This design comes from an exercise in tuning for small area and a short achievable clock period on the open sky130 flow, not from production work.
The RTL was checked by simulation tests, not by an equivalence proof against the original design.

## flow/design.v (module list and top-level ports; edited modules follow where they fit)
// module goertzel_filter: 1879 lines
// module gz_fa: 4 lines
// module gz_maj: 3 lines
// module gz_ha: 4 lines
module goertzel_filter
  (input  [13:0] input_signal,
   input  clk,
   input  rst,
   output [39:0] magnitude);
  // ...
==> flow/flow/run.sh <==
#!/bin/bash
set -euo pipefail
bash standard.sh SETUP_SLACK_MARGIN=29 finish > orfs_make.log 2>&1
==> flow/standard.sh <==
#!/bin/bash
# synth_recipe.tcl (not shown) runs the flow's synth.tcl, then flattens the netlist and writes it again
# the make line also repeats each setting of config.mk as NAME=value (left out here)
make -C /OpenROAD-flow-scripts/flow DESIGN_CONFIG=/design/flow/config.mk WORK_HOME=/design/flow/orfs CLKGATE_MAP_FILE= SYNTH_SCRIPT=/design/flow/synth_recipe.tcl "${@:-finish}"
==> flow/config.mk <==
export PLATFORM = sky130hd
export DESIGN_NAME = goertzel_filter
export DESIGN_NICKNAME = goertzel_filter
export VERILOG_FILES = /design/flow/design.v
export SDC_FILE = /design/flow/constraint.sdc
export NUM_CORES = 4
export LEC_CHECK = 0
export CAP_MARGIN = 20
export CORE_MARGIN = 2
export CORE_UTILIZATION = 55
export CTS_BUF_LIST = sky130_fd_sc_hd__clkbuf_8
export CTS_CLUSTER_SIZE = 40
export SLEW_MARGIN = 20
export SYNTH_HIERARCHICAL = 1
export SYNTH_MINIMUM_KEEP_SIZE = 0
==> flow/constraint.sdc <==
create_clock -name core_clock -period 45.0 [get_ports {clk}]
set_input_delay 9.0000 -clock core_clock [delete_from_list [all_inputs] [get_ports {clk}]]
set_output_delay 9.0000 -clock core_clock [all_outputs]
set_load 0.01 [all_outputs]
==> key figures, run 1 <==
Status
  • Status: timing/DRC/antenna clean

Placement
  • DP Worst Slack: around 27 ns
  • Placed cell area: roughly 0.024 mm²

Floorplanning
  • Die Wd: 204 µm
  • Tap cell count: 525

Global route
  • First-pass GRT wire length: 88600 µm
  • GR Layer Usage met1: a little over two fifths
  • Largest net degree at the start of global routing: 72

Route
  • Vias: 15.0k
  • DRT Wirelength: 55800 µm
  • Starting DRT DRC Count: 994
  • DRC viols: 0
  • Initial DRT Pass Iterations: 5
  • Routed Antenna Nets: 0
  • Metal2 WL: approximately 26000 µm

Layout
  • Commonest non-fill, non-tap cell in the layout: fa_1
  • Largest register by flop count: mag
  • Layout Utilization: between 60% and 70%
  • Comb_multi_in: ~1.6k
  • Invs w/o clock: 265
  • Final instance area: 0.0247 mm²
  • Dominant class by area: multi-input gates
  • Antenna cell count: 0
  • Area grow syn2layout: 11.9%

Clock network
  • Worst-Skew Late Latency: 0.43 ns
  • Sink Count: 71

STA
  • Worst rel slew slack: 32.2%
  • Hold Slack: about 0.6 ns
  • Final setup margin: 28.64 ns

Synth
  • Synth Cell Area: 0.0221 mm²
  • Count leader, synth: fa_1
  • Post-synth ARST share: 50.7%
  • Simple-gate portion of the synthesized area: 8.60%

Worst setup path
  • Critical Path End: mag[31]
  • CP Capture Type: register
==> inputs of run 2 (changes only) <==
==> flow/flow/run.sh (replaced) <==
#!/bin/bash
set -euo pipefail
bash standard.sh SETUP_SLACK_MARGIN=27.5 finish > orfs_make.log 2>&1
--- a/flow/config.mk
+++ b/flow/config.mk
@@ -9,5 +9,3 @@
 export CORE_MARGIN = 2
-export CORE_UTILIZATION = 55
-export CTS_BUF_LIST = sky130_fd_sc_hd__clkbuf_8
-export CTS_CLUSTER_SIZE = 40
+export CORE_UTILIZATION = 40
 export SLEW_MARGIN = 20
==> key figures, run 2 <==
Status
  • Status: timing/DRC/antenna clean

Route
  • DRT Wirelength: 57000 µm (+2.1%)
  • WL per Instance: 20.4 µm
  • Initial DRT Pass Iterations: 5 (unchanged)
  • Via density: approximately 5.2
  • Starting DRT DRC Count: 888 (-11%)
  • Routed Antenna Nets: 0 (unchanged)
  • Vias: 14.6k (-2.5%)
  • DRC viols: 0 (unchanged)

Floorplanning
  • Die Wd: 239 µm (+17%)
  • # rows: 86
  • Initial core utilization: 40.3%
  • # IOs: 56
  • Core Region: 0.0549 mm²
  • Die area: 0.0571 mm²
  • Die Ht: 239 µm

STA
  • Fmax: 58.1 MHz
  • Post-route setup TNS: 0 ns
  • Tcrit/Tclk final: 38.3%
  • Finish-stage setup viols: 0
  • Max Slew Vio Count: 0
  • RSZ-0062 raised after global routing: true
  • Worst rel slew slack: 30.0% (-2.2 points)
  • Fin crit period: 17.22 ns
  • Hold Vio Cnt, Final: 0
  • Skew final: about 0.014 ns
  • Worst Tran Pin Value: 1.05 ns
  • Hold Slack: 0.598 ns (+0.00243 ns)

Synth
  • Seq/Total Area, Yosys: approximately 8.8%
  • Post-synth top cells: 549 x fa_1, 310 x nor2_1, 264 x inv_1
  • Post-synth ARST share: 50.7% (unchanged)
  • Count leader, synth: fa_1
  • Top cells by area, synth: fa_1 50%, ha_1 14%, nor2_1 5.3%
  • Synth Cell Area: 0.0221 mm² (unchanged)
  • Mean Syn Cell Area: 11.0 µm²
  • Yosys top cell area share: between 40% and 50%
  • Yosys warnings: 7
  • Main synth FF type: dfrtp_1
  • Number of flops mapped to enable cells by yosys: 35
  • Syn Inst Count: 2008
  • Register bit total from synthesis: 71
  • Count of different cell masters after synthesis: 69
  • Cell taking the most area after synthesis: fa_1

Placement
  • Placer Congestion: 0.893
  • Post-DP HPWL: 46400 µm
  • Number of I/O port buffers: 50
  • Placed cell area: 0.0236 mm² (+0.47%)

Clock network
  • Longest Clk Path Bufs: 2
  • Worst-Skew Late Latency: 0.39 ns (-0.04 ns)
  • Reg clk slew, reported paths: 0.07 ns
  • H-tree depth: 3
  • Sink Count: 71 (unchanged)
  • Total CTS buffers: 9
  • Clock root cell: clkbuf_16
  • TritonCTS clock tree: yes

Worst hold path
  • Worst min-delay path class: register to register
  • Worst Min Path Start: q1[6]

Worst setup path
  • WP data arrival: 17.35 ns
  • CP startpoint: input_signal[11]
  • Reg2reg setup slack: 28.22 ns
  • Worst Path Max Fanout: 17
  • Critical Path RT: ~45 ns
  • RR Startpoint: q1[1]
  • CP Capture Type: register
  • Critical Path End: mag[31]
  • Crit path launch type: primary input
  • Worst r2r dst: mag[31]
  • Critical path type: primary input to register
  • Cells on worst reg2reg path: 54

Global route
  • Largest net degree at the start of global routing: 72 (unchanged)
  • Congestion Overflow GR: 0
  • GRT Total Usage: 20.9%
  • Number of global-route vias before repair: 16.3k
  • Initial antenna violation count: 0
  • First-pass GRT wire length: 90700 µm (+2.4%)

Layout
  • Flip-flop count of the largest register after layout: 35
  • Commonest cells after routing, fill and taps aside: 549 x fa_1, 310 x nor2_1, 263 x inv_1
  • Commonest non-fill, non-tap cell in the layout: fa_1
  • Nets@finish: 2897
  • # fillers: 5111
  • Biggest regs: mag (35), q1 (18), q2 (18)
  • Largest register by flop count: mag
  • Area grow syn2layout: 9.12%
  • Layout cell share with drive strength beyond 1: 7.20%
  • Final instance area: 0.0241 mm² (-2.5%)
  • Antenna cell count: 0 (unchanged)

Job
  • Max-cap violation count: 0
run 2: worst min-delay path by stage:
stage	depth (start not counted)	endpoint	slack (ns)
global placement	0	q2[6]	0.57
global route	0	q2[6]	0.61
floorplan	0	q2[6]	0.46
CTS	0	q2[6]	0.59
finish	0	q2[6]	0.60
detailed placement	0	q2[6]	0.57
run 2: layout make-up:
type,instances,area [µm²],area share [%]
timing repair buffer,103,918,3.81
clock inverter,6,68.8,0.285
sequential,71,1950,8.10
multi-input combinational,1627,19100,79.1
inverter,265,996,4.13
tap,704,881,3.65
clock buffer,10,229,0.950
run 2: timing repair:
item | CTS | global route
setup endpoints to repair | 10 | 10
setup buffers | 2 | 3
hold buffers | 0 | 0
pin swaps | 2 | 4
endpoints found under the hold margin | 0 | 0
resized for setup | 9 | 15
run 2: layer usage:
layer / share of wire [%] / global-route usage [%] / wire length [µm]
met3: 4.3 / 3.30 / 2460
met5: 0 / 0 / 0
met4: 2.3 / 5.80 / 1320
met1: 45 / 28.6 / 25700
met2: 48 / 34.6 / 27500
run 2: worst max-delay path: stages:
cell and delay (ns):
clkdlybuf4s50_1 0.63, inv_1 0.17, fa_1 0.55, fa_1 0.42
ha_1 0.32, nand4_1 0.14, a211oi_4 0.34, o2111ai_2 0.20
a21o_2 0.29, a31oi_4 0.20, a21oi_4 0.12, a221o_2 0.56
nor2_1 0.21, fa_1 0.45, fa_1 0.47, fa_1 0.40
fa_1 0.51, fa_1 0.41, ha_1 0.36, nand2_1 0.14
a2bb2oi_1 0.27, a21oi_1 0.14, nor3_2 0.22, a211oi_2 0.14
o2111ai_2 0.24, nand3_1 0.10, and2_1 0.17, xor2_1 0.13
run 2: through the flow:
step | cells | util [%] | worst slack, ns
2_1_floorplan | 2013 | - | 28.45
3_3_place_gp | 2765 | 43.1 | 26.83
3_5_place_dp | 2765 | 43.1 | 26.62
4_1_cts | 2783 | 43.7 | 27.51
5_1_grt | 2786 | 43.9 | 27.46
6_report | 2786 | 43.9 | 27.78
run 2: logic make-up after synthesis:
family                     Yosys count  synth area share [%]
AOI/OAI and AO/OA                  238                  7.28
xor gates and xnor gates            85                  3.47
adders and majority gates          841                  66.1
buffers and inverters              315                  5.72
DFF                                 71                  8.83
other                                1                0.0170
and+or+nand+nor                    457                  8.60
run 2: Yosys stat by module (local to each module, per instance):
module | cell area (µm²) | cells inside
gz_fa | 20.0 | 1
gz_ha | 12.5 | 1
goertzel_filter | 9550 | 1329
gz_maj | 11.3 | 1
==> inputs of run 3 (changes only) <==
==> flow/flow/run.sh (replaced) <==
#!/bin/bash
set -euo pipefail
bash standard.sh SETUP_SLACK_MARGIN=29.5 finish > orfs_make.log 2>&1
==> key figures, run 3 <==
Status
  • Status: timing/DRC/antenna clean

Route
  • DRC viols: 0 (unchanged)
  • WL per Instance: 20.5 µm (+0.32%)
  • Initial DRT Pass Iterations: 5 (unchanged)
  • Routed Antenna Nets: 0 (unchanged)
  • Starting DRT DRC Count: 849 (-4.4%)
  • Via density: 5.31 (+1.2%)
  • DRT Wirelength: 58200 µm (+2.3%)
  • Vias: 15.1k (+3.1%)

Layout
  • Antenna cell count: 0 (unchanged)
  • Commonest cells after routing, fill and taps aside: 533 x fa_1, 294 x nor2_1, 255 x inv_1
  • # fillers: 4993 (-2.3%)
  • Area grow syn2layout: 14.0%
  • Largest register by flop count: mag
  • Final instance area: 0.0252 mm² (+4.5%)
  • Flip-flop count of the largest register after layout: 35 (unchanged)
  • Biggest regs: mag (35), q1 (18), q2 (18)
  • Commonest non-fill, non-tap cell in the layout: fa_1
  • Nets@finish: 2951 (+1.9%)
  • Layout cell share with drive strength beyond 1: 14.4% (+7.2 points)
  • Final non-filler cell total: 2840 (+1.9%)

STA
  • Fmax: 60.9 MHz (+4.8%)
  • Fin crit period: 16.43 ns (-0.785 ns)
  • Hold Vio Cnt, Final: 0 (unchanged)
  • Skew final: 0.0141 ns (+0.000381 ns)
  • Finish-stage setup viols: 0 (unchanged)
  • Worst rel slew slack: 24.8% (-5.1 points)
  • RSZ-0062 raised after global routing: true
  • Max Slew Vio Count: 0 (unchanged)
  • Worst Tran Pin Value: 1.12 ns (+0.0713 ns)
  • Post-route setup TNS: 0 ns (unchanged)
  • Tcrit/Tclk final: 36.5% (-1.7 points)

Worst setup path
  • Critical Path RT: 45.12 ns (-0.02 ns)
  • Slowest stage delay, CP: 0.57 ns (-0.06 ns)
  • Crit path launch type: primary input
  • WP data arrival: 16.56 ns (-0.79 ns)
  • CP Capture Type: register
  • Family with the most delay on the worst path: adder cells
  • CP max stage cell: fa_1
  • Critical path type: primary input to register
  • Most used cell, CP: fa_1
  • Worst r2r dst: mag[31]
  • Crit path buf inv count: 6 (+4)
  • RR Startpoint: q1[1]
  • Reg2reg setup slack: 29.05 ns (+0.83 ns)
  • Worst Path Max Fanout: 8 (-9)
  • Cells on worst reg2reg path: 52 (-3.7%)

Placement
  • Placed cell area: 0.0238 mm² (+0.69%)
  • Post-DP HPWL: 47000 µm (+1.3%)
  • Placer Congestion: 0.918 (+2.8%)
  • Dpl cells: 2762 (-0.11%)
  • Number of I/O port buffers: 50 (unchanged)

Floorplanning
  • Die Wd: 239 µm (unchanged)
  • Die Ht: 239 µm (unchanged)
  • Initial core utilization: 40.3% (unchanged)
  • # rows: 86 (unchanged)
  • # IOs: 56 (unchanged)
  • Die area: 0.0571 mm² (unchanged)
  • Core Region: 0.0549 mm² (unchanged)

Synth
  • Number of flops mapped to enable cells by yosys: 35 (unchanged)
  • Syn Inst Count: 2008 (unchanged)
  • Count of different cell masters after synthesis: 69 (unchanged)
  • Yosys warnings: 7 (unchanged)
  • Seq/Total Area, Yosys: 8.83% (unchanged)
  • Synth Cell Area: 0.0221 mm² (unchanged)
  • Main synth FF type: dfrtp_1
  • Top cells by area, synth: fa_1 50%, ha_1 14%, nor2_1 5.3%
  • Mean Syn Cell Area: 11.0 µm² (unchanged)
  • Register bit total from synthesis: 71 (unchanged)
  • Count leader, synth: fa_1
  • Post-synth ARST share: 50.7% (unchanged)
  • Cell taking the most area after synthesis: fa_1
  • Post-synth top cells: 549 x fa_1, 310 x nor2_1, 264 x inv_1
  • Yosys top cell area share: 49.7% (unchanged)

Global route
  • Initial antenna violation count: 0 (unchanged)
  • Number of global-route vias before repair: 16.7k (+2.6%)
  • Largest net degree at the start of global routing: 72 (unchanged)
  • First-pass GRT wire length: 92500 µm (+2.0%)
  • Congestion Overflow GR: 0 (unchanged)
  • GRT Total Usage: 21.3% (+0.42 points)

Worst hold path
  • Worst min-delay path class: register to register
  • Hold Crit Endpoint: q2[6]
  • Worst Min Path Start: q1[6]
  • Hold Path Depth: 0 (unchanged)

Clock network
  • Total CTS buffers: 9 (unchanged)
  • H-tree depth: 3 (unchanged)
  • Longest Clk Path Bufs: 2 (unchanged)
  • Reg clk slew, reported paths: 0.07 ns (about the same)
  • Worst-Skew Late Latency: 0.39 ns (about the same)
  • TritonCTS clock tree: yes
  • Sink Count: 71 (unchanged)
  • Clock root cell: clkbuf_16

Job
  • Max-cap violation count: 0 (unchanged)
-- run 3: how the worst max path moves through the flow --
stage	start	end	slack (ns)	cells after the start
floorplan	input_signal[8]	mag[31]	28.74	31
global placement	input_signal[8]	mag[31]	27.14	31
detailed placement	input_signal[8]	mag[31]	26.98	31
CTS	input_signal[8]	mag[31]	28.42	33
global route	input_signal[8]	mag[31]	28.37	34
finish	input_signal[2]	mag[31]	28.57	34
-- run 3: worst register-to-register path: cells and delay by family (launching register included) --
family,cells,cell delay [ns]
AO/OA/AOI/OAI,15,3.18
XOR/XNOR,2,0.27
adder cells (fa/ha/maj),26,10.23
buffers and inverters,3,0.61
flip-flops,1,0.57
AND/OR/NAND/NOR,6,0.83
-- run 3: Yosys stat by module, one instance, submodules excluded --
module | flops+latches | cells inside | copies in the design
goertzel_filter | 71 | 1329 | 1
gz_fa | 0 | 1 | 546
gz_ha | 0 | 1 | 96
gz_maj | 0 | 1 | 37
-- run 3: stage by stage --
step	hold slack (ns)	util (%)	worst slack (ns)
finish	0.597	45.9	28.57
detailed placement	0.566	43.4	26.98
global placement	0.583	43.4	27.14
global route	0.610	45.9	28.37
CTS	0.599	45.1	28.42
floorplan	0.457	-	28.74
-- run 3: repair_timing --
item                       CTS  global route
setup endpoints to repair   24            21
gates resized for setup    124            61
setup buffers               36            26
hold buffers                 0             0
pin swaps                   59            47
-- run 3: final cells by class --
cell class / instances / area (µm²) / share of cell area, %
flip-flops and latches: 71 / 1950 / 7.75
multi-input cells: 1627 / 19600 / 78.0
well taps: 704 / 881 / 3.50
clock inverters: 4 / 51.3 / 0.204
clock buffers: 12 / 268 / 1.06
repair buffers: 157 / 1390 / 5.50
inverters: 265 / 1020 / 4.03
-- run 3: logic make-up (layout without fill, tap and decap cells) --
family,count (synthesis),after routing,synth area share [%]
other,1,6,0.0170
DFF,71,71,8.83
adders and majority gates,841,841,66.1
buffers and inverters,315,438,5.72
xor gates and xnor gates,85,85,3.47
AOI/OAI and AO/OA,238,238,7.28
and+or+nand+nor,457,457,8.60
-- run 3: metal layers --
layer | vias up | GRT usage [%] | part of all wire (%)
li1 | 6669 | - | -
met1 | 7930 | 27.9 | 43
met2 | 400 | 35.8 | 49
met3 | 76 | 4.24 | 4.9
met4 | 0 | 6.69 | 3.1
met5 | - | 0 | 0
==> inputs of run 4 (changes only) <==
==> flow/flow/run.sh (replaced) <==
#!/bin/bash
set -euo pipefail
bash standard.sh SETUP_SLACK_MARGIN=29 SETUP_MOVE_SEQUENCE=unbuffer,sizeup,swap finish > orfs_make.log 2>&1
--- a/flow/config.mk
+++ b/flow/config.mk
@@ -9,3 +9,3 @@
 export CORE_MARGIN = 2
-export CORE_UTILIZATION = 40
+export CORE_UTILIZATION = 55
 export SLEW_MARGIN = 20
==> key figures, run 4 <==
Synth
  • Cell taking the most area after synthesis: fa_1
  • Yosys warnings: 7 (unchanged)
  • Main synth FF type: dfrtp_1
  • Post-synth ARST share: 50.7% (unchanged)
  • Count of different cell masters after synthesis: 69 (unchanged)
  • Top cells by area, synth: fa_1 50%, ha_1 14%, nor2_1 5.3%
  • Post-synthesis mux area share: 0% (unchanged)
  • Number of flops mapped to enable cells by yosys: 35 (unchanged)
  • Yosys top cell area share: 49.7% (unchanged)
  • Main combinational cell family by area after synthesis: adder cells
  • Compound-cell area share of the yosys netlist: 7.28% (unchanged)
  • Register bit total from synthesis: 71 (unchanged)
  • Count leader, synth: fa_1
  • Seq/Total Area, Yosys: 8.83% (unchanged)
  • Post-synth top cells: 549 x fa_1, 310 x nor2_1, 264 x inv_1
  • Syn Inst Count: 2008 (unchanged)
  • Simple-gate portion of the synthesized area: 8.60% (unchanged)
  • Post-Synth XOR/XNOR Area: 3.47% (unchanged)
  • Synth Area in Adders: 66.1% (unchanged)
  • Synth Cell Area: 0.0221 mm² (unchanged)
  • Mean Syn Cell Area: 11.0 µm² (unchanged)

Clock network
  • Hold_buf cts: 0 (unchanged)
  • H-tree depth: 3 (unchanged)
  • TritonCTS clock tree: yes
  • Sink Count: 71 (unchanged)
  • Reg clk slew, reported paths: 0.08 ns (about the same)
  • Total CTS buffers: 9 (unchanged)
  • Worst-Skew Late Latency: 0.38 ns (about the same)
  • Clock root cell: clkbuf_16
  • Longest Clk Path Bufs: 2 (unchanged)

Placement
  • Post-DP HPWL: 45800 µm (-2.4%)
  • Dpl cells: 2583 (-6.5%)
  • Number of I/O port buffers: 50 (unchanged)
  • Placer Congestion: 0.932 (+1.5%)

STA
  • Post-route setup TNS: 0 ns (unchanged)
  • Fin crit period: 16.58 ns (+0.150 ns)
  • Finish-stage setup viols: 0 (unchanged)
  • Skew final: 0.0179 ns (+0.00382 ns)
  • Hold Slack: 0.582 ns (-0.0150 ns)
  • Fmax: 60.3 MHz (-0.90%)
  • RSZ-0062 raised after global routing: true
  • Tcrit/Tclk final: 36.8% (+0.33 points)
  • Max Slew Vio Count: 0 (unchanged)
  • Worst Tran Pin Value: 1.13 ns (+0.0130 ns)
  • Hold Vio Cnt, Final: 0 (unchanged)
  • Worst rel slew slack: 23.8% (-1.0 points)

Layout
  • Area grow syn2layout: 10.3%
  • Flip-flop count of the largest register after layout: 35 (unchanged)
  • Commonest non-fill, non-tap cell in the layout: fa_1
  • Storage cell area: 0.00195 mm² (about the same)
  • Biggest regs: mag (35), q1 (18), q2 (18)
  • # fillers: 3379 (-32%)
  • Final non-filler cell total: 2599 (-8.5%)
  • Layout cell share with drive strength beyond 1: 11.4% (-3.0 points)
  • Area of the multi-input gates: 0.0196 mm² (-0.28%)
  • Commonest cells after routing, fill and taps aside: 533 x fa_1, 294 x nor2_1, 253 x inv_1
  • Antenna cell count: 0 (unchanged)
  • Largest register by flop count: mag
  • Nets@finish: 2889 (-2.1%)

Worst setup path
  • Critical path type: primary input to register
  • Slowest stage delay, CP: 0.57 ns (about the same)
  • Worst Path Max Fanout: 18 (+10)
  • Critical Path RT: 45.12 ns (about the same)
  • Reg2reg setup slack: 28.61 ns (-0.44 ns)
  • Crit path launch type: primary input
  • CP Capture Type: register
  • Most used cell, CP: fa_2
  • CP max stage cell: xor2_4
  • WP data arrival: 16.70 ns (+0.14 ns)

Route
  • Vias: 14.7k (-2.7%)
  • Routed Antenna Nets: 0 (unchanged)
  • WL per Instance: 21.1 µm (+2.7%)
  • DRC viols: 0 (unchanged)
  • Starting DRT DRC Count: 921 (+8.5%)
  • Initial DRT Pass Iterations: 7 (+2)
  • DRT Wirelength: 54800 µm (-6.0%)
  • Via density: 5.64 (+6.3%)

Global route
  • Congestion Overflow GR: 0 (unchanged)
  • Largest net degree at the start of global routing: 72 (unchanged)
  • Initial antenna violation count: 1 (+1)
  • Number of global-route vias before repair: 16.0k (-4.5%)
  • First-pass GRT wire length: 87500 µm (-5.4%)
  • GRT Total Usage: 27.9% (+6.6 points)

Floorplanning
  • Die Wd: 204 µm (-14%)
  • # rows: 73 (-15%)
  • # IOs: 56 (unchanged)
  • Die Ht: 204 µm (-14%)
  • Initial core utilization: 55.6% (+15 points)
  • Core Region: 0.0397 mm² (-28%)
  • Die area: 0.0418 mm² (-27%)

Job
  • Max-cap violation count: 0 (unchanged)

Status
  • Status: timing/DRC/antenna clean

Worst hold path
  • Worst min-delay path class: register to register
run 4: cell counts after synthesis:
No cell type changed its count.
run 4: worst paths after layout:
check / startpoint / cells past startpoint / to
setup / recovery: input_signal[8] / 31 / mag[31]
hold / removal: q1[6] / 0 / q2[6]
setup reg to reg: q1[11] / 50 / mag[31]
hold reg to reg: q1[6] / 0 / q2[6]
max in group asynchronous: rst / 3 / q1[2]
min in group asynchronous: rst / 3 / q2[0]
run 4: logic make-up after synthesis:
group           Yosys count
compound gates          238
flops                    71
xor+xnor                 85
simple gates            457
fa+ha+maj               841
other cells               1
buf+inv                 315
run 4: cell type report:
class                           count  area share (%)
Multi-Input combinational cell   1627            80.4
Sequential cell                    71            8.02
Inverter                          265            4.17
Timing Repair Buffer               95            3.38
Tap cell                          525            2.70
Clock buffer                        9           0.924
Clock inverter                      7           0.416
run 4: layer usage:
layer / global-route usage [%] / wire length (µm)
met1: 40.8 / 24400
met2: 42.3 / 25300
met3: 7.72 / 4430
met4: 5.25 / 699
met5: 0 / 0
run 4: metrics by stage:
| step | instance area, µm² | worst slack [ns] | util (%) |
|---|---|---|---|
| 3_5_place_dp | 23500 | 26.95 | 59.2 |
| 4_1_cts | 24200 | 28.26 | 60.9 |
| 3_3_place_gp | 23500 | 27.08 | 59.2 |
| 2_1_floorplan | 22300 | 28.73 | - |
| 5_1_grt | 24400 | 28.11 | 61.3 |
| 6_report | 24400 | 28.42 | 61.3 |
run 4: worst max-delay path: cells and delay by family:
kind / cells / cell delay, ns
adders and majority gates: 10 / 4.25
AOI/OAI and AO/OA: 9 / 1.86
and+or+nand+nor: 7 / 0.78
xor gates and xnor gates: 2 / 0.62
buffers and inverters: 3 / 0.16
run 4: Yosys stat by module, one instance, submodules excluded:
| module | cells inside | copies in the design | flip-flops and latches | area [µm²] |
|---|---|---|---|---|
| goertzel_filter | 1329 | 1 | 71 | 9550 |
| gz_maj | 1 | 37 | 0 | 11.3 |
| gz_fa | 1 | 546 | 0 | 20.0 |
| gz_ha | 1 | 96 | 0 | 12.5 |
run 4: timing repair:
item,4_1_cts,5_1_grt
pin swaps,53,52
endpoints found under the setup margin,22,20
gates resized for setup,131,42
buffers inserted,0,0
==> inputs of run 5 (changes only) <==
==> flow/run.sh (new file) <==
#!/bin/bash
# synth_recipe.tcl (not shown) runs the flow's synth.tcl, then flattens the netlist and writes it again
# the make line also repeats each setting of config.mk as NAME=value (left out here)
make -C /OpenROAD-flow-scripts/flow DESIGN_CONFIG=/design/flow/config.mk WORK_HOME=/design/flow/orfs CLKGATE_MAP_FILE= SYNTH_SCRIPT=/design/flow/synth_recipe.tcl finish
--- a/flow/config.mk
+++ b/flow/config.mk
@@ -10,2 +10,3 @@
 export CORE_UTILIZATION = 55
+export SETUP_SLACK_MARGIN = 5
 export SLEW_MARGIN = 20
removed: flow/flow/run.sh
removed: flow/standard.sh
==> key figures, run 5 <==
Route
  • DRT Wirelength: 53900 µm (-1.6%)
  • DRC viols: 0 (unchanged)
  • Vias: 14.8k (+1.0%)
  • Initial DRT Pass Iterations: 5 (-2)
  • Via density: 5.70 (+0.95%)
  • WL per Instance: 20.7 µm (-1.6%)
  • Routed Antenna Nets: 0 (unchanged)
  • Starting DRT DRC Count: 1028 (+12%)

Synth
  • Yosys warnings: 7 (unchanged)
  • Post-synth ARST share: 50.7% (unchanged)
  • Mean Syn Cell Area: 11.0 µm² (unchanged)
  • Number of flops mapped to enable cells by yosys: 35 (unchanged)
  • Yosys top cell area share: 49.7% (unchanged)
  • Cell taking the most area after synthesis: fa_1
  • Count of different cell masters after synthesis: 69 (unchanged)
  • Main synth FF type: dfrtp_1
  • Top cells by area, synth: fa_1 50%, ha_1 14%, nor2_1 5.3%
  • Count leader, synth: fa_1
  • Syn Inst Count: 2008 (unchanged)
  • Synth Cell Area: 0.0221 mm² (unchanged)
  • Post-synth top cells: 549 x fa_1, 310 x nor2_1, 264 x inv_1
  • Seq/Total Area, Yosys: 8.83% (unchanged)
  • Register bit total from synthesis: 71 (unchanged)

Worst setup path
  • Cells on worst reg2reg path: 53 (+6.0%)
  • CP max stage cell: xor2_2
  • Crit path buf inv count: 2 (-1)
  • Critical path type: primary input to register
  • Slowest stage delay, CP: 0.82 ns (+0.25 ns)
  • Reg2reg setup slack: 27.74 ns (-0.87 ns)
  • CP Capture Type: register
  • CP Depth: 29 (-6.5%)
  • Critical Path RT: 45.13 ns (about the same)
  • Worst r2r dst: mag[31]
  • WP data arrival: 18.16 ns (+1.46 ns)
  • RR Startpoint: q1[1]
  • Worst Path Max Fanout: 18 (unchanged)
  • Critical Path End: mag[31]
  • Most used cell, CP: fa_1
  • CP startpoint: input_signal[13]
  • Family with the most delay on the worst path: adder cells
  • Crit path launch type: primary input

Floorplanning
  • Die Ht: 204 µm (unchanged)
  • Die area: 0.0418 mm² (unchanged)
  • Die Wd: 204 µm (unchanged)
  • Initial core utilization: 55.6% (unchanged)
  • Core Region: 0.0397 mm² (unchanged)
  • # rows: 73 (unchanged)
  • # IOs: 56 (unchanged)

Worst hold path
  • Worst min-delay path class: register to register

Clock network
  • Sink Count: 71 (unchanged)
  • Longest Clk Path Bufs: 2 (unchanged)
  • Total CTS buffers: 9 (unchanged)
  • Hold_buf cts: 0 (unchanged)
  • Post-CTS setup buffers: 0 (unchanged)
  • TritonCTS clock tree: yes
  • H-tree depth: 3 (unchanged)
  • PostCTS Resize Cnt: 0 (-100%)
  • Clock root cell: clkbuf_16
  • Reg clk slew, reported paths: 0.07 ns (about the same)
  • Worst-Skew Late Latency: 0.38 ns (about the same)

Layout
  • Commonest non-fill, non-tap cell in the layout: fa_1
  • Area grow syn2layout: 7.12%
  • Flip-flop count of the largest register after layout: 35 (unchanged)
  • Storage cell area: 0.00195 mm² (-0.13%)
  • Largest register by flop count: mag
  • Layout cell share with drive strength beyond 1: 6.07% (-5.3 points)
  • # fillers: 3401 (+0.65%)
  • Area of the multi-input gates: 0.0189 mm² (-3.4%)
  • Biggest regs: mag (35), q1 (18), q2 (18)
  • Commonest cells after routing, fill and taps aside: 549 x fa_1, 310 x nor2_1, 263 x inv_1
  • Antenna cell count: 0 (unchanged)
  • Nets@finish: 2891 (+0.069%)

Placement
  • Post-DP HPWL: 45500 µm (-0.73%)
  • Number of I/O port buffers: 50 (unchanged)
  • Placer Congestion: 0.921 (-1.2%)
  • DP Worst Slack: 26.67 ns (-0.278 ns)

Global route
  • Initial antenna violation count: 0 (-1)
  • First-pass GRT wire length: 87100 µm (-0.47%)
  • Congestion Overflow GR: 0 (unchanged)
  • Number of global-route vias before repair: 16.2k (+1.2%)
  • Largest net degree at the start of global routing: 72 (unchanged)
  • GRT Total Usage: 27.7% (-0.19 points)

Job
  • Max-cap violation count: 0 (unchanged)

STA
  • Hold Vio Cnt, Final: 0 (unchanged)
  • Hold Slack: 0.597 ns (+0.0146 ns)
  • Skew final: 0.0130 ns (-0.00490 ns)
  • Tcrit/Tclk final: 40.1% (+3.2 points)
  • Final setup margin: 26.98 ns (-1.44 ns)
  • Worst Tran Pin Value: 1.05 ns (-0.0873 ns)
  • Fin crit period: 18.02 ns (+1.44 ns)
  • Post-route setup TNS: 0 ns (unchanged)
  • Max Slew Vio Count: 0 (unchanged)
  • Finish-stage setup viols: 0 (unchanged)
  • Fmax: 55.5 MHz (-8.0%)
  • RSZ-0062 raised after global routing: false
  • Worst rel slew slack: 29.8% (+6.0 points)

Status
  • Status: timing/DRC/antenna clean
run 5: changes by cell type in the layout (fill, tap and decap cells not counted), sizes merged:
cell,previous run,this run
bufinv,2,0
buf,54,47
inv,268,266
dlygate4sd2,3,0
clkinv,1,2
clkdlybuf4s50,36,50
clkbuf,11,12
run 5: cell families after synthesis:
group           Yosys count  synth area share (%)
compound gates          238                  7.28
xor+xnor                 85                  3.47
other cells               1                0.0170
simple gates            457                  8.60
buf+inv                 315                  5.72
fa+ha+maj               841                  66.1
flops                    71                  8.83
run 5: layout make-up:
type | count | share of cell area, %
inverters | 265 | 4.21
clock inverters | 4 | 0.106
flip-flops and latches | 71 | 8.25
clock buffers | 12 | 1.13
multi-input cells | 1627 | 79.9
well taps | 525 | 2.78
repair buffers | 97 | 3.62
run 5: metrics by stage:
| stage | utilization, % | area, µm² | instances |
|---|---|---|---|
| floorplan | - | 22100 | 2013 |
| global placement | 58.8 | 23400 | 2585 |
| detailed placement | 58.8 | 23400 | 2585 |
| CTS | 59.6 | 23700 | 2601 |
| global route | 59.6 | 23700 | 2601 |
| finish | 59.6 | 23700 | 2601 |
run 5: metal layers:
layer  GRT usage (%)  up-vias  wire length [µm]
met4            6.39        0               915
met2            42.7      451             24900
met5               0        -                 0
met3            8.59       61              4950
li1                -     6551                 -
met1            38.7     7750             23100
run 5: how the worst min path moves through the flow:
stage,startpoint,endpoint,cells past startpoint
2_1_floorplan,q1[6],q2[6],0
6_report,q1[6],q2[6],0
5_1_grt,q1[6],q2[6],0
3_3_place_gp,q1[6],q2[6],0
4_1_cts,q1[6],q2[6],0
3_5_place_dp,q1[6],q2[6],0
run 5: modules after synthesis, one instance, submodules excluded:
| module | area, µm² | flip-flops and latches | cells |
|---|---|---|---|
| goertzel_filter | 9550 | 71 | 1329 |
| gz_maj | 11.3 | 0 | 1 |
| gz_fa | 20.0 | 0 | 1 |
| gz_ha | 12.5 | 0 | 1 |
==> inputs of run 6 (changes only) <==
==> flow/flow/run.sh (new file) <==
#!/bin/bash
set -euo pipefail
bash standard.sh SETUP_SLACK_MARGIN=28.5 SETUP_MOVE_SEQUENCE=unbuffer,sizeup,swap,buffer finish > orfs_make.log 2>&1
==> flow/standard.sh (new file) <==
#!/bin/bash
# synth_recipe.tcl (not shown) runs the flow's synth.tcl, then flattens the netlist and writes it again
# the make line also repeats each setting of config.mk as NAME=value (left out here)
make -C /OpenROAD-flow-scripts/flow DESIGN_CONFIG=/design/flow/config.mk WORK_HOME=/design/flow/orfs CLKGATE_MAP_FILE= SYNTH_SCRIPT=/design/flow/synth_recipe.tcl "${@:-finish}"
--- a/flow/config.mk
+++ b/flow/config.mk
@@ -10,3 +10,2 @@
 export CORE_UTILIZATION = 55
-export SETUP_SLACK_MARGIN = 5
 export SLEW_MARGIN = 20
removed: flow/run.sh
==> key figures, run 6 <==
Worst setup path
  • Critical Path RT: 45.12 ns (about the same)
  • CP max stage cell: fa_1
  • Worst Path Max Fanout: 5 (-13)
  • Critical path type: primary input to register
  • Slowest stage delay, CP: 0.55 ns (-0.27 ns)
  • WP data arrival: 16.49 ns (-1.67 ns)
  • Most used cell, CP: fa_1
  • CP Capture Type: register
  • Crit path launch type: primary input

Route
  • WL per Instance: 21.2 µm (+2.3%)
  • DRT Wirelength: 55900 µm (+3.7%)
  • Starting DRT DRC Count: 990 (-3.7%)
  • Vias: 15.0k (+1.4%)
  • Via density: 5.69 (about the same)
  • DRC viols: 0 (unchanged)
  • Initial DRT Pass Iterations: 5 (unchanged)
  • Routed Antenna Nets: 0 (unchanged)

Synth
  • Count leader, synth: fa_1
  • Number of flops mapped to enable cells by yosys: 35 (unchanged)
  • Register bit total from synthesis: 71 (unchanged)
  • Top cells by area, synth: fa_1 50%, ha_1 14%, nor2_1 5.3%
  • Yosys warnings: 7 (unchanged)
  • Post-synth ARST share: 50.7% (unchanged)
  • Cell taking the most area after synthesis: fa_1
  • Synth Cell Area: 0.0221 mm² (unchanged)
  • Main synth FF type: dfrtp_1
  • Seq/Total Area, Yosys: 8.83% (unchanged)
  • Post-synth top cells: 549 x fa_1, 310 x nor2_1, 264 x inv_1
  • Mean Syn Cell Area: 11.0 µm² (unchanged)
  • Yosys top cell area share: 49.7% (unchanged)
  • Count of different cell masters after synthesis: 69 (unchanged)
  • Syn Inst Count: 2008 (unchanged)

Placement
  • Post-DP HPWL: 46200 µm (+1.4%)
  • DP Worst Slack: 26.55 ns (-0.122 ns)
  • Number of I/O port buffers: 50 (unchanged)
  • Placer Congestion: 0.931 (+1.2%)

Layout
  • Biggest regs: mag (35), q1 (18), q2 (18)
  • Nets@finish: 2927 (+1.2%)
  • Antenna cell count: 0 (unchanged)
  • Layout cell share with drive strength beyond 1: 11.6% (+5.5 points)
  • Commonest non-fill, non-tap cell in the layout: fa_1
  • Commonest cells after routing, fill and taps aside: 543 x fa_1, 301 x nor2_1, 254 x inv_1
  • Layout Utilization: 61.5% (+1.9 points)
  • Flip-flop count of the largest register after layout: 35 (unchanged)
  • Area grow syn2layout: 10.6%
  • Largest register by flop count: mag

Global route
  • Number of global-route vias before repair: 16.2k (+0.19%)
  • First-pass GRT wire length: 88800 µm (+1.9%)
  • GRT Total Usage: 28.5% (+0.71 points)
  • Initial antenna violation count: 0 (unchanged)
  • Largest net degree at the start of global routing: 72 (unchanged)
  • Congestion Overflow GR: 0 (unchanged)

STA
  • Worst rel slew slack: 38.4% (+8.5 points)
  • Tcrit/Tclk final: 36.4% (-3.7 points)
  • Worst Tran Pin Value: 0.920 ns (-0.127 ns)
  • RSZ-0062 raised after global routing: true
  • Post-route setup TNS: 0 ns (unchanged)
  • Hold Vio Cnt, Final: 0 (unchanged)
  • Finish-stage setup viols: 0 (unchanged)
  • Max Slew Vio Count: 0 (unchanged)
  • Fin crit period: 16.37 ns (-1.65 ns)
  • Skew final: 0.0108 ns (-0.00220 ns)
  • Final setup margin: 28.63 ns (+1.65 ns)
  • Fmax: 61.1 MHz (+10%)

Clock network
  • Clock root cell: clkbuf_16
  • Reg clk slew, reported paths: 0.07 ns (about the same)
  • Longest Clk Path Bufs: 2 (unchanged)
  • Total CTS buffers: 9 (unchanged)
  • H-tree depth: 3 (unchanged)
  • TritonCTS clock tree: yes
  • Sink Count: 71 (unchanged)
  • Worst-Skew Late Latency: 0.38 ns (about the same)

Job
  • Max-cap violation count: 0 (unchanged)

Floorplanning
  • # IOs: 56 (unchanged)
  • Die area: 0.0418 mm² (unchanged)
  • # rows: 73 (unchanged)
  • Core Region: 0.0397 mm² (unchanged)
  • Initial core utilization: 55.6% (unchanged)
  • Die Ht: 204 µm (unchanged)
  • Die Wd: 204 µm (unchanged)

Worst hold path
  • Worst min-delay path class: register to register

Status
  • Status: timing/DRC/antenna clean
==> run 6: cell families (layout without fill, tap and decap cells) <==
group,Yosys count,count (layout),share of synthesized area (%)
xor+xnor,85,85,3.47
compound gates,238,238,7.28
other cells,1,6,0.0170
fa+ha+maj,841,841,66.1
flops,71,71,8.83
buf+inv,315,414,5.72
simple gates,457,457,8.60
==> run 6: cell type report <==
type	instances	area, µm²
well taps	525	657
inverters	265	1000
multi-input cells	1627	19300
clock buffers	11	258
flip-flops and latches	71	1950
clock inverters	5	37.5
repair buffers	133	1180
fillers	3327	15300
==> run 6: final timing paths <==
check                           startpoint      end  slack [ns]  cells past startpoint
hold / removal                      q1[13]   q2[13]        0.58                      0
hold reg to reg                     q1[13]   q2[13]        0.58                      0
setup reg to reg                     q1[1]  mag[31]       29.06                     55
min in group asynchronous              rst    q1[0]        9.16                      3
setup / recovery           input_signal[5]  mag[31]       28.63                     33
max in group asynchronous              rst    q1[2]       35.31                      3
==> run 6: worst max-delay path: cells and delay by family <==
kind / cells / cell delay (ns)
adders and majority gates: 10 / 3.93
AOI/OAI and AO/OA: 11 / 2.09
and+or+nand+nor: 5 / 0.60
buffers and inverters: 5 / 0.51
xor gates and xnor gates: 2 / 0.33
==> run 6: through the flow <==
| step | instance area [µm²] | instances | hold WS [ns] |
|---|---|---|---|
| after global routing | 24400 | 2637 | 0.598 |
| after floorplan | 22100 | 2013 | 0.457 |
| after global placement | 23400 | 2587 | 0.573 |
| after detailed placement | 23400 | 2587 | 0.571 |
| after CTS | 24100 | 2625 | 0.588 |
| final | 24400 | 2637 | 0.581 |
==> run 6: Yosys stat by module, one instance, submodules excluded <==
| module | copies in the design | cells inside |
|---|---|---|
| gz_ha | 96 | 1 |
| gz_maj | 37 | 1 |
| gz_fa | 546 | 1 |
| goertzel_filter | 1 | 1329 |
==> run 6: repair_timing <==
| action | 4_1_cts | 5_1_grt |
|---|---|---|
| resized for setup | 114 | 50 |
| pin swaps | 41 | 27 |
| setup endpoints to repair | 20 | 18 |
| hold buffers | 0 | 0 |
| buffers inserted | 22 | 12 |
==> run 6: metal layers <==
metal,wire [µm],global-route usage [%]
met5,0,0
met4,661,5.07
met3,4900,7.88
met2,26100,44.1
met1,24200,40.8

-- static timing again, ports no longer ideal --
No port has a modelled driver above. Below, the same layouts with a new extraction and two added sets of constraints. Step 1, drivers: a clkbuf_16 drives clk and a buf_2 each remaining input, both assumed. Step 2 times the ports against the registers' clock, not the clock port: input delays grow and output delays shrink by t, the midpoint of the rising clock arrivals with the driver on. Three values: ideal ports, drivers, drivers and shift; two values: the first two.
run | shift t [ns] | slack for setup (ns) | worst setup path at the end | cell pins on the clock port's net
run 1 | 0.473 | 28.638 / 28.625 / 28.152 | input to register | 1
run 2 | 0.439 | 27.783 / 27.802 / 27.364 | input to register | 1
run 3 | 0.436 | 28.568 / 28.548 / 28.112 | input to register | 1
run 4 | 0.429 | 28.418 / 28.409 / 27.980 | input to register | 1
run 5 | 0.427 | 26.976 / 26.998 / 26.571 | input to register | 1
run 6 | 0.426 | 28.630 / 28.646 / 28.220 | input to register | 1
After both steps every run listed still meets setup and hold. For run 1, which loses most, drivers alone change the setup slack by -0.013 ns; drivers and shift together by -0.486 ns.
